Source: an optimization exercise on an open RTL-to-GDS flow (aim: small area and a short achievable clock period). Production flows keep margins and buffers that such runs may drop. RTL that was checked went through simulation tests only; none was proved equivalent to the original.

==> flow/design.v (excerpt) <==
module accelerator #(
    parameter MAP_SIZE = 9'h00a,
    parameter k = 9'h003,
    parameter p = 9'h002,
    parameter s = 1,
    parameter ptype = 1,
    parameter act_type = 0,
    parameter N = 8,
    parameter Q = 4,
    parameter AW = 8,
    parameter DW = 8,
    parameter [N-1:0] p_sqr_inv = 8'b00000100
    )(
    input clk,
    input global_rst,
    input ce,
    input [N-1:0] activation,
    input [(k*k)*N-1:0] weight1,
    output [N-1:0] data_out,
    output valid_op,
    output end_op,
    output [N-1:0] conv_out,
    output conv_valid,
    output conv_end
    );
For scale: ~2,300 cells after synthesis, about 100 I/O pins, roughly 24,000 um^2 of cells after synthesis.
clock: 8.0 ns
lec_check: 0
cap_margin: 20
core_margin: 2
core_utilization: 65
cts_cluster_diameter: 120
cts_cluster_size: 24
place_density: 0.75
setup_slack_margin: 3.1
slew_margin: 20
standard.sh (not shown) runs the stock make flow with config.mk's settings and CLKGATE_MAP_FILE= SYNTH_SCRIPT=/design/flow/synth_recipe.tcl, a recipe that flattens the netlist after the stock synthesis.
==> flow/flow/run.sh <==
#!/bin/bash
# The standard layout (the standard.sh: ORFS synthesis to finish), except
# that the port buffers are buf_1 cells instead of the cell buffer_ports picks
# by itself (clkdlybuf4s50_1). make's full output goes to standard.log; each
# ORFS step also keeps its own log under orfs/logs/.
set -euo pipefail
bash standard.sh "BUFFER_PORTS_ARGS=-buffer_cell sky130_fd_sc_hd__buf_1" MATCH_CELL_FOOTPRINT=0 finish > standard.log 2>&1
==> next run, changes <==
--- a/flow/flow/run.sh
+++ b/flow/flow/run.sh
@@ -7 +7 @@
-bash standard.sh "BUFFER_PORTS_ARGS=-buffer_cell sky130_fd_sc_hd__buf_1" MATCH_CELL_FOOTPRINT=0 finish > standard.log 2>&1
+bash standard.sh "BUFFER_PORTS_ARGS=-buffer_cell sky130_fd_sc_hd__buf_1" finish > standard.log 2>&1
- CORE_UTILIZATION: 65 -> 70
- PLACE_DENSITY: 0.75 -> 0.8
What happened: Final area barely changes; core utilization goes up by 4.9 points.
==> next run, changes <==
- CORE_UTILIZATION: 70 -> 65
- PLACE_DENSITY: 0.8 -> 0.75
=>
- The new run completed with no timing, DRC or antenna violations
- synthesized cell count does not change
- via count drops by 1.5%
- die area climbs by 7.5%
- final cell count hardly moves
- global-route usage drops by 2.5 points
- synthesized area stays the same
- cell area hardly moves
- core utilization drops by 5.1 points
- sequential share of layout area stays flat
==> next run, changes <==
- CORE_UTILIZATION: 65 -> 70
- GPL_TIMING_DRIVEN: default -> 0
- PLACE_DENSITY: 0.75 -> 0.8
Die area goes down by 7.0%; synthesized area is unchanged; cell area climbs by 4.8%.
==> next run, changes <==
- CORE_UTILIZATION: 70 -> 65
- GPL_TIMING_DRIVEN: 0 -> default
- PLACE_DENSITY: 0.8 -> 0.75
- SETUP_SLACK_MARGIN: 3.1 -> 3.0
Clock skew barely changes.
Routed wire length decreases by 27%.
Core utilization decreases by 9.2 points.
==> next run, changes <==
- CORE_UTILIZATION: 65 -> 70
- PLACE_DENSITY: 0.75 -> 0.8
- SETUP_SLACK_MARGIN: 3.0 -> 3.1
- TNS_END_PERCENT: default -> 5
=> Clock-buffer cell count does not change; hold slack barely changes; worst setup slack got worse by 0.0058 ns.

* * *

## north
Another version of the RTL of accelerator (not shown whole).
Size: roughly 2500 cells after synthesis, roughly 100 I/O pins, about 0.027 sq mm of cells after synthesis.
make LEC_CHECK=0 CAP_MARGIN=20 CORE_MARGIN=2 CORE_UTILIZATION=40 SETUP_SLACK_MARGIN=3.0 SLEW_MARGIN=20 finish   # period 8.0 ns
run.sh (not shown) runs the stock make flow with config.mk's settings and CLKGATE_MAP_FILE= SYNTH_SCRIPT=/design/flow/synth_recipe.tcl, a recipe that flattens the netlist after the stock synthesis.
Stock flow here: none of the scripts above is used.
The inputs of south differ from those of north as listed below.
--- a/flow/config.mk
+++ b/flow/config.mk
@@ -9,4 +9,4 @@
 export CORE_MARGIN = 2
 export CORE_UTILIZATION = 40
-export SETUP_SLACK_MARGIN = 3.0
+export SETUP_SLACK_MARGIN = 4.0
 export SLEW_MARGIN = 20
In south, the utilization came out 4.0 points above the value in north. Relative to north, the design area of south is higher by about 9%. The final reports for south and north show layout overhead on the synthesized area higher in the former. Comparing south and north, post-layout instance count excluding filler cells is higher on south.
Function was not checked in any run of this note: the RTL went through the layout flow alone.

* * *

Another version of the RTL of accelerator (not shown whole).
Size in the first run: roughly 2,300 cells after synthesis, about 340 flip-flops, ~100 I/O pins, roughly 25,000 um^2 of cells after synthesis.
clock: 8.0 ns
lec_check: 0
cap_margin: 20
core_margin: 2
core_utilization: 65
place_density: 0.75
setup_slack_margin: 3.0
slew_margin: 20
standard.sh (not shown) runs the stock make flow with config.mk's settings and CLKGATE_MAP_FILE= SYNTH_SCRIPT=/design/flow/synth_recipe.tcl, a recipe that flattens the netlist after the stock synthesis.
==> flow/flow/run.sh <==
#!/bin/bash
# The standard layout (the standard.sh: ORFS synthesis to finish), except
# that the port buffers are buf_1 cells instead of the cell buffer_ports picks
# by itself (clkdlybuf4s50_1). make's full output goes to standard.log; each
# ORFS step also keeps its own log under orfs/logs/.
set -euo pipefail
bash standard.sh "BUFFER_PORTS_ARGS=-buffer_cell sky130_fd_sc_hd__buf_1" finish > standard.log 2>&1
Next try:
==> flow/run.sh (new file) <==
#!/bin/bash
# synth_recipe.tcl (not shown) runs the flow's synth.tcl, then flattens the netlist and writes it again
# the make line also repeats each setting of config.mk as NAME=value (left out here)
make -C /OpenROAD-flow-scripts/flow DESIGN_CONFIG=/design/flow/config.mk WORK_HOME=/design/flow/orfs CLKGATE_MAP_FILE= SYNTH_SCRIPT=/design/flow/synth_recipe.tcl finish
removed: flow/flow/run.sh
removed: flow/standard.sh
Worst hold slack gains 0.051 ns. Routed wire length came out lower by 1.3%. Via count stays flat. First-iteration DRC count is higher by about 1.6%. Die area does not change. Global-route usage shrinks by 0.50 points.
Next try:
==> flow/flow/run.sh (new file) <==
#!/bin/bash
# The standard layout (the standard.sh: ORFS synthesis to finish), except
# that the port buffers are buf_1 cells instead of the cell buffer_ports picks
# by itself (clkdlybuf4s50_1). make's full output goes to standard.log; each
# ORFS step also keeps its own log under orfs/logs/.
set -euo pipefail
bash standard.sh "BUFFER_PORTS_ARGS=-buffer_cell sky130_fd_sc_hd__buf_1" RECOVER_POWER=100 finish > standard.log 2>&1
==> flow/standard.sh (new file) <==
#!/bin/bash
# synth_recipe.tcl (not shown) runs the flow's synth.tcl, then flattens the netlist and writes it again
# the make line also repeats each setting of config.mk as NAME=value (left out here)
make -C /OpenROAD-flow-scripts/flow DESIGN_CONFIG=/design/flow/config.mk WORK_HOME=/design/flow/orfs CLKGATE_MAP_FILE= SYNTH_SCRIPT=/design/flow/synth_recipe.tcl "${@:-finish}"
removed: flow/run.sh
After rerunning:
- The changed run produced a layout that fails on capacitance limit, slew limit
- clock-buffer cell count grows by 11
- non-clock buffer count shrinks by 7
- core utilization shrinks by 1.7 points
- worst setup slack degrades by 1.3 ns
- routed wire length grows by 1.4%
- clock skew barely changes
- critical path depth grows by 11
Next try:
--- a/flow/flow/run.sh
+++ b/flow/flow/run.sh
@@ -6,2 +6,2 @@
 set -euo pipefail
-bash standard.sh "BUFFER_PORTS_ARGS=-buffer_cell sky130_fd_sc_hd__buf_1" RECOVER_POWER=100 finish > standard.log 2>&1
+bash standard.sh "BUFFER_PORTS_ARGS=-buffer_cell sky130_fd_sc_hd__buf_1" MATCH_CELL_FOOTPRINT=0 finish > standard.log 2>&1
CTS_CLUSTER_DIAMETER = 120   (was unset)
CTS_CLUSTER_SIZE = 24   (was unset)
The new run ran to the end with no violations.
Synthesized area is unchanged.
Count of clock-buffer cells in the layout came out lower by 27.
Core utilization falls by 2.0 points.
Critical path depth decreases by 7.
Via count came out lower by 1.7%.
Next try:
--- a/flow/flow/run.sh
+++ b/flow/flow/run.sh
@@ -6,2 +6,2 @@
 set -euo pipefail
-bash standard.sh "BUFFER_PORTS_ARGS=-buffer_cell sky130_fd_sc_hd__buf_1" MATCH_CELL_FOOTPRINT=0 finish > standard.log 2>&1
+bash standard.sh "BUFFER_PORTS_ARGS=-buffer_cell sky130_fd_sc_hd__buf_1" finish > standard.log 2>&1
After rerunning: Wire length grows by 2.2%; via count grows by 0.57%; synthesized cell count is unchanged; synthesized area stays the same; final area grows by 0.38%.

* * *

## try-quartz
accelerator, a different RTL version from the one above (not shown whole).
Size in the first run: roughly 2,400 cells after synthesis, about 100 I/O pins, roughly 25,000 um^2 of cells after synthesis.
make LEC_CHECK=0 CAP_MARGIN=20 CORE_MARGIN=2 CORE_UTILIZATION=65 PLACE_DENSITY=0.75 SETUP_SLACK_MARGIN=3.5 SLEW_MARGIN=20 finish   # period 8.0 ns
run.sh (not shown) runs the stock make flow with config.mk's settings and CLKGATE_MAP_FILE= SYNTH_SCRIPT=/design/flow/synth_recipe.tcl, a recipe that flattens the netlist after the stock synthesis.
Stock flow here: none of the scripts above is used.
try-quartz completed end to end with timing, DRC and antenna clean.
### try-quartz -> try-onyx
Settings: changing SETUP_SLACK_MARGIN from 3.5 to 4.0.
Results
- In the tables for try-onyx and try-quartz, number of cells on the critical path reads lower with try-onyx.
- The run showing the smaller overall global routing resource usage is try-quartz.
- On headroom to the max-slew limit, try-quartz loses to try-onyx.
- Between try-quartz and try-onyx, design area increased.
- As of try-onyx, weighted congestion reported at the end of routability-driven placement had fallen by a few percent compared to try-quartz.
- Share of final-layout standard cells stronger than drive strength 1: try-onyx higher than try-quartz
- Of the two values seen for cell with the biggest individual delay on the critical path, fa_1 was produced by try-onyx and dfrtp_4 by try-quartz.
- try-onyx and try-quartz ended up with roughly the same maximum frequency.
- try-onyx: synthesis-to-layout area growth higher than try-quartz
- Combined buffer and inverter count along the critical path: higher on try-quartz
The inputs of try-maple differ from those of try-onyx as listed below.
Settings: SETUP_SLACK_MARGIN now 3.0, was 4.0.
--- outcome ---
The final reports for try-maple and try-onyx show placement-stage cell area lower in the former. Clock skew improves in try-maple relative to try-onyx. From try-onyx to try-maple the numbers moved as follows: first-pass GRT wire length went down 13,000 um; antenna diode count held; fraction of area in registers went up 3.4 points; register-to-register setup slack went down 0.07 ns; clock buffer count from CTS went down 1. flip-flop to flip-flop as the class of the most critical setup path was reported by try-onyx, and flip-flop to output pin by try-maple. Summary of the comparison: post-layout worst setup margin is lower in try-maple, relative to try-onyx. Status: met3 routing resource usage after global routing parity (try-maple, try-onyx).
Function was not checked in any run of this note: the RTL went through the layout flow alone.

-- port drivers added, routing unchanged --
The flow's constraints put no driver on any port. The routed layouts listed below were extracted and timed again, unchanged, in two steps.
Step 1 assumes that a clkbuf_16 drives the clock port and a buf_2 every other input.
Step 2 times the ports against the registers' clock, not the clock port: input delays grow and output delays shrink by t, the midpoint of the rising clock arrivals with the driver on.
Slacks: ideal / step 1 / step 2; pairs: ideal / step 1.
run | t, ns | setup WS [ns] | worst setup path at the end | cell pins on the clock port's net
the first run of note 1 | 0.586 | 3.156 / 3.189 / 2.603 | input to register | 1
the second run of note 1 | 0.589 | 3.215 / 3.215 / 2.784 | input to register | 1
the third run of note 1 | 0.581 | 3.210 / 3.210 / 2.762 | input to register | 1
the fourth run of note 1 | 0.597 | 2.899 / 2.899 / 2.678 | input to register | 1
the fifth run of note 1 | 0.592 | 3.130 / 3.160 / 2.569 | input to register | 1
the sixth run of note 1 | 0.590 | 3.124 / 3.124 / 2.682 | input to register | 1
north | 0.647 | 3.015 / 2.950 / 2.804 | input to register | 1
south | 0.649 | 3.145 / 3.080 / 3.401 | register to register | 1
the first run of note 3 | 0.605 | 3.233 / 3.233 / 2.682 | input to register | 1
the second run of note 3 | 0.603 | 3.101 / 3.048 / 2.569 | input to register | 1
the third run of note 3 | 0.606 | 1.786 / 1.786 / 1.301 | input to register | 1
the fourth run of note 3 | 0.596 | 3.187 / 3.206 / 2.610 | input to register | 1
the fifth run of note 3 | 0.595 | 3.228 / 3.228 / 2.706 | input to register | 1
try-quartz | 0.607 | 3.222 / 3.222 / 2.720 | input to register | 1
try-onyx | 0.622 | 3.228 / 3.228 / 2.867 | input to register | 1
try-maple | 0.601 | 3.143 / 3.085 / 2.629 | input to register | 1
The setup slack of the fourth run of note 3, which loses most, moves by +0.019 ns with the drivers and by -0.577 ns with both steps.
